This is an optimization exercise on Yosys and OpenROAD, whose aim is small area and a short achievable clock period, not a production implementation. In this exercise RTL edits were held to simulation tests only and were not proved equivalent to the original. The clock input has no modelled driver; a real chip could not lean on it and would need a root buffer or a full tree.

Design mul32k_top, start of the top module:
module mul32k_top(
    input clk,
    input [31:0] a,
    input [31:0] b,
    output reg [63:0] p
);
For scale: about 1800 cells after synthesis, ~130 flip-flops, about 130 I/O pins.
export LEC_CHECK = 0
export CAP_MARGIN = 20
export CORE_MARGIN = 2
export CORE_UTILIZATION = 45
export SLEW_MARGIN = 20
export SYNTH_HIERARCHICAL = 1
create_clock -name core_clock -period 45.0 [get_ports {clk}]
standard.sh (not shown) runs the stock make flow with config.mk's settings and CLKGATE_MAP_FILE= SYNTH_SCRIPT=/design/flow/synth_recipe.tcl, a recipe that flattens the netlist after the stock synthesis.
==> flow/flow/run.sh <==
#!/bin/bash
# Layout flow: the standard ORFS flow (standard.sh: unchanged synthesis and
# steps) with two changes:
#  - the port buffers buffer_ports inserts are plain sky130_fd_sc_hd__buf_1
#    cells instead of the delay cells it picks by default;
#  - after CTS, flow/clock1.tcl rebuilds the clock tree as two balanced levels
#    of clkbuf_16 (the port drives 4 buffers, each drives 2, each of those 16
#    flip-flops), without CTS's extra root buffer and dummy loads.
# make's own output goes to flow_make.log; each ORFS step keeps its full log
# under orfs/logs/.
set -euo pipefail
cd "$(dirname "$0")/.."
export BUFFER_PORTS_ARGS="-buffer_cell sky130_fd_sc_hd__buf_1"
export POST_CTS_TCL="$PWD/flow/clock1.tcl"
bash standard.sh finish > flow_make.log 2>&1
==> flow/flow/clock1.tcl <==
# Rebuild the clock tree CTS made: the clock port drives four
# sky130_fd_sc_hd__clkbuf_16 cells, each of which drives two more, each of
# those the flip-flops of one eighth of the design (grouped by position).
# Every flip-flop gets the clock through the same two buffer levels, so the
# tree stays balanced; it only drops the single root buffer CTS puts between
# the port and the rest of the tree.
set ::c1_block [ord::get_db_block]
set block $::c1_block
set clk_port [$block findBTerm clk]
set clk_net [$clk_port getNet]

# flip-flops and their clock pins
set sinks {}
foreach inst [$block getInsts] {
  set m [$inst getMaster]
  if {[$m isSequential]} {
    foreach it [$inst getITerms] {
      if {[[$it getMTerm] getName] eq "CLK"} { lappend sinks $it }
    }
  }
}

# the CTS buffers: every instance that drives a net of the clock tree
set ::c1_old {}
proc walk {net} {
  foreach it [$net getITerms] {
    if {[$it isInputSignal] || ![$it isOutputSignal]} { continue }
  }
  foreach it [$net getITerms] {
    set inst [$it getInst]
    set m [$inst getMaster]
    if {[$m isSequential]} { continue }
    if {[[$it getMTerm] getIoType] ne "INPUT"} { continue }
    if {[lsearch -exact $::c1_old $inst] >= 0} { continue }
    lappend ::c1_old $inst
    foreach ot [$inst getITerms] {
      if {[[$ot getMTerm] getIoType] eq "OUTPUT" && [$ot getNet] ne "NULL"} { walk [$ot getNet] }
    }
  }
}
walk $clk_net
set old $::c1_old
puts "clock1: [llength $sinks] flip-flops, [llength $old] CTS cells to replace"

# split the flip-flops by recursive bisection (alternating x and y at the
# median) into 8 groups; groups 2k and 2k+1 share a first-level buffer
proc bisect {its depth} {
  if {$depth == 0} { return [list $its] }
  set axis [expr {$depth % 2}]
  set keyed {}
  foreach it $its { set loc [[$it getInst] getLocation]; lappend keyed [list [lindex $loc $axis] $it] }
  set keyed [lsort -integer -index 0 $keyed]
  set h [expr {[llength $keyed] / 2}]
  set a {}; set b {}
  foreach e [lrange $keyed 0 [expr {$h - 1}]] { lappend a [lindex $e 1] }
  foreach e [lrange $keyed $h end] { lappend b [lindex $e 1] }
  return [concat [bisect $a [expr {$depth - 1}]] [bisect $b [expr {$depth - 1}]]]
}
set groups [bisect $sinks 3]

# remove the old tree
foreach inst $old {
  foreach ot [$inst getITerms] {
    set n [$ot getNet]
    if {$n ne "NULL" && [[$ot getMTerm] getIoType] eq "OUTPUT"} {
      foreach it [$n getITerms] { $it disconnect }
      odb::dbNet_destroy $n
    }
  }
  odb::dbInst_destroy $inst
}
foreach it [$clk_net getITerms] { $it disconnect }

set ::c1_master [[ord::get_db] findMaster sky130_fd_sc_hd__clkbuf_16]
proc mkbuf {name x y innet} {
  set buf [odb::dbInst_create $::c1_block $::c1_master $name]
  $buf setLocation $x $y
  $buf setPlacementStatus PLACED
  set net [odb::dbNet_create $::c1_block "${name}_net"]
  $net setSigType CLOCK
  foreach it [$buf getITerms] {
    set mt [[$it getMTerm] getName]
    if {$mt eq "A"} { $it connect $innet }
    if {$mt eq "X"} { $it connect $net }
  }
  return $net
}
proc centroid {its} {
  set sx 0; set sy 0
  foreach it $its { lassign [[$it getInst] getLocation] x y; incr sx $x; incr sy $y }
  set n [llength $its]
  return [list [expr {$sx / $n}] [expr {$sy / $n}]]
}
for {set k 0} {$k < 4} {incr k} {
  set g0 [lindex $groups [expr {2 * $k}]]
  set g1 [lindex $groups [expr {2 * $k + 1}]]
  lassign [centroid [concat $g0 $g1]] cx cy
  set n1 [mkbuf "clkbuf_l1_${k}" $cx $cy $clk_net]
  foreach g [list $g0 $g1] idx {0 1} {
    lassign [centroid $g] gx gy
    set n2 [mkbuf "clkbuf_l2_${k}_${idx}" $gx $gy $n1]
    foreach it $g { $it connect $n2 }
    puts "clock1: leaf buffer ${k}_${idx} drives [llength $g] flip-flops"
  }
}
global_connect
detailed_placement
check_placement -verbose
estimate_parasitics -placement
Change:
--- a/flow/flow/clock1.tcl
+++ b/flow/flow/clock1.tcl
@@ -5,6 +5,5 @@
 # tree stays balanced; it only drops the single root buffer CTS puts between
 # the port and the rest of the tree.
-set ::c1_block [ord::get_db_block]
-set block $::c1_block
+set block [ord::get_db_block]
 set clk_port [$block findBTerm clk]
 set clk_net [$clk_port getNet]
@@ -22,6 +21,7 @@
 
 # the CTS buffers: every instance that drives a net of the clock tree
-set ::c1_old {}
+set old {}
 proc walk {net} {
+  global old
   foreach it [$net getITerms] {
     if {[$it isInputSignal] || ![$it isOutputSignal]} { continue }
@@ -32,6 +32,6 @@
     if {[$m isSequential]} { continue }
     if {[[$it getMTerm] getIoType] ne "INPUT"} { continue }
-    if {[lsearch -exact $::c1_old $inst] >= 0} { continue }
-    lappend ::c1_old $inst
+    if {[lsearch -exact $old $inst] >= 0} { continue }
+    lappend old $inst
     foreach ot [$inst getITerms] {
       if {[[$ot getMTerm] getIoType] eq "OUTPUT" && [$ot getNet] ne "NULL"} { walk [$ot getNet] }
@@ -40,5 +40,4 @@
 }
 walk $clk_net
-set old $::c1_old
 puts "clock1: [llength $sinks] flip-flops, [llength $old] CTS cells to replace"
 
@@ -72,10 +71,11 @@
 foreach it [$clk_net getITerms] { $it disconnect }
 
-set ::c1_master [[ord::get_db] findMaster sky130_fd_sc_hd__clkbuf_16]
+set master [[ord::get_db] findMaster sky130_fd_sc_hd__clkbuf_16]
 proc mkbuf {name x y innet} {
-  set buf [odb::dbInst_create $::c1_block $::c1_master $name]
+  global block master
+  set buf [odb::dbInst_create $block $master $name]
   $buf setLocation $x $y
   $buf setPlacementStatus PLACED
-  set net [odb::dbNet_create $::c1_block "${name}_net"]
+  set net [odb::dbNet_create $block "${name}_net"]
   $net setSigType CLOCK
   foreach it [$buf getITerms] {
The new run failed in 4_1_cts.
Area after synthesis is unchanged.
Synthesized cell count does not change.
Change:
--- a/flow/flow/clock1.tcl
+++ b/flow/flow/clock1.tcl
@@ -5,5 +5,6 @@
 # tree stays balanced; it only drops the single root buffer CTS puts between
 # the port and the rest of the tree.
-set block [ord::get_db_block]
+set ::c1_block [ord::get_db_block]
+set block $::c1_block
 set clk_port [$block findBTerm clk]
 set clk_net [$clk_port getNet]
@@ -21,7 +22,6 @@
 
 # the CTS buffers: every instance that drives a net of the clock tree
-set old {}
+set ::c1_old {}
 proc walk {net} {
-  global old
   foreach it [$net getITerms] {
     if {[$it isInputSignal] || ![$it isOutputSignal]} { continue }
@@ -32,6 +32,6 @@
     if {[$m isSequential]} { continue }
     if {[[$it getMTerm] getIoType] ne "INPUT"} { continue }
-    if {[lsearch -exact $old $inst] >= 0} { continue }
-    lappend old $inst
+    if {[lsearch -exact $::c1_old $inst] >= 0} { continue }
+    lappend ::c1_old $inst
     foreach ot [$inst getITerms] {
       if {[[$ot getMTerm] getIoType] eq "OUTPUT" && [$ot getNet] ne "NULL"} { walk [$ot getNet] }
@@ -40,4 +40,5 @@
 }
 walk $clk_net
+set old $::c1_old
 puts "clock1: [llength $sinks] flip-flops, [llength $old] CTS cells to replace"
 
@@ -71,11 +72,10 @@
 foreach it [$clk_net getITerms] { $it disconnect }
 
-set master [[ord::get_db] findMaster sky130_fd_sc_hd__clkbuf_16]
+set ::c1_master [[ord::get_db] findMaster sky130_fd_sc_hd__clkbuf_16]
 proc mkbuf {name x y innet} {
-  global block master
-  set buf [odb::dbInst_create $block $master $name]
+  set buf [odb::dbInst_create $::c1_block $::c1_master $name]
   $buf setLocation $x $y
   $buf setPlacementStatus PLACED
-  set net [odb::dbNet_create $block "${name}_net"]
+  set net [odb::dbNet_create $::c1_block "${name}_net"]
   $net setSigType CLOCK
   foreach it [$buf getITerms] {
--- a/flow/config.mk
+++ b/flow/config.mk
@@ -6,7 +6,7 @@
 export NUM_CORES = 4
 export LEC_CHECK = 0
-export CAP_MARGIN = 20
+export CAP_MARGIN = 0
 export CORE_MARGIN = 2
-export CORE_UTILIZATION = 45
-export SLEW_MARGIN = 20
+export CORE_UTILIZATION = 55
+export SLEW_MARGIN = 0
 export SYNTH_HIERARCHICAL = 1
=> With this change the flow finished clean; area after synthesis does not change; synthesized cell count is unchanged.
Change:
--- a/flow/config.mk
+++ b/flow/config.mk
@@ -8,5 +8,5 @@
 export CAP_MARGIN = 0
 export CORE_MARGIN = 2
-export CORE_UTILIZATION = 55
+export CORE_UTILIZATION = 45
 export SLEW_MARGIN = 0
 export SYNTH_HIERARCHICAL = 1
Effect:
- area after synthesis is unchanged
- via count drops by 2.2%
- global-route usage came out lower by 8.8 points
- cell area climbs by 0.65%
- routed wire length goes down by 0.51%
- sequential share of layout area hardly moves
- register-to-register slack improves by 0.04 ns
In the first, third and fourth runs of this note the design's own scripts or RTL, not TritonCTS, make the clock network.

[port drivers added, routing unchanged]
In the flow no input, the clock included, has a driving cell. The finished layouts below were timed again as built, in two steps.
Step 1 sets driving cells, clkbuf_16 on the clock port and buf_2 on the other inputs (assumed; they add their load-dependent delay and slew).
Step 2 times the ports against the registers' clock, not the clock port: input delays grow and output delays shrink by t, the midpoint of the rising clock arrivals with the driver on.
Slacks: no drivers / after step 1 / after step 2; pairs: no drivers / after step 1.
run	t, ns	setup slack, ns	worst slew at a driven data input, ns
the first run	0.404	35.221 / 35.097 / 35.501	0.06
the third run	0.422	35.181 / 35.054 / 35.477	0.05
the fourth run	0.411	35.219 / 35.092 / 35.504	0.04
After both steps every run listed still meets setup and hold.
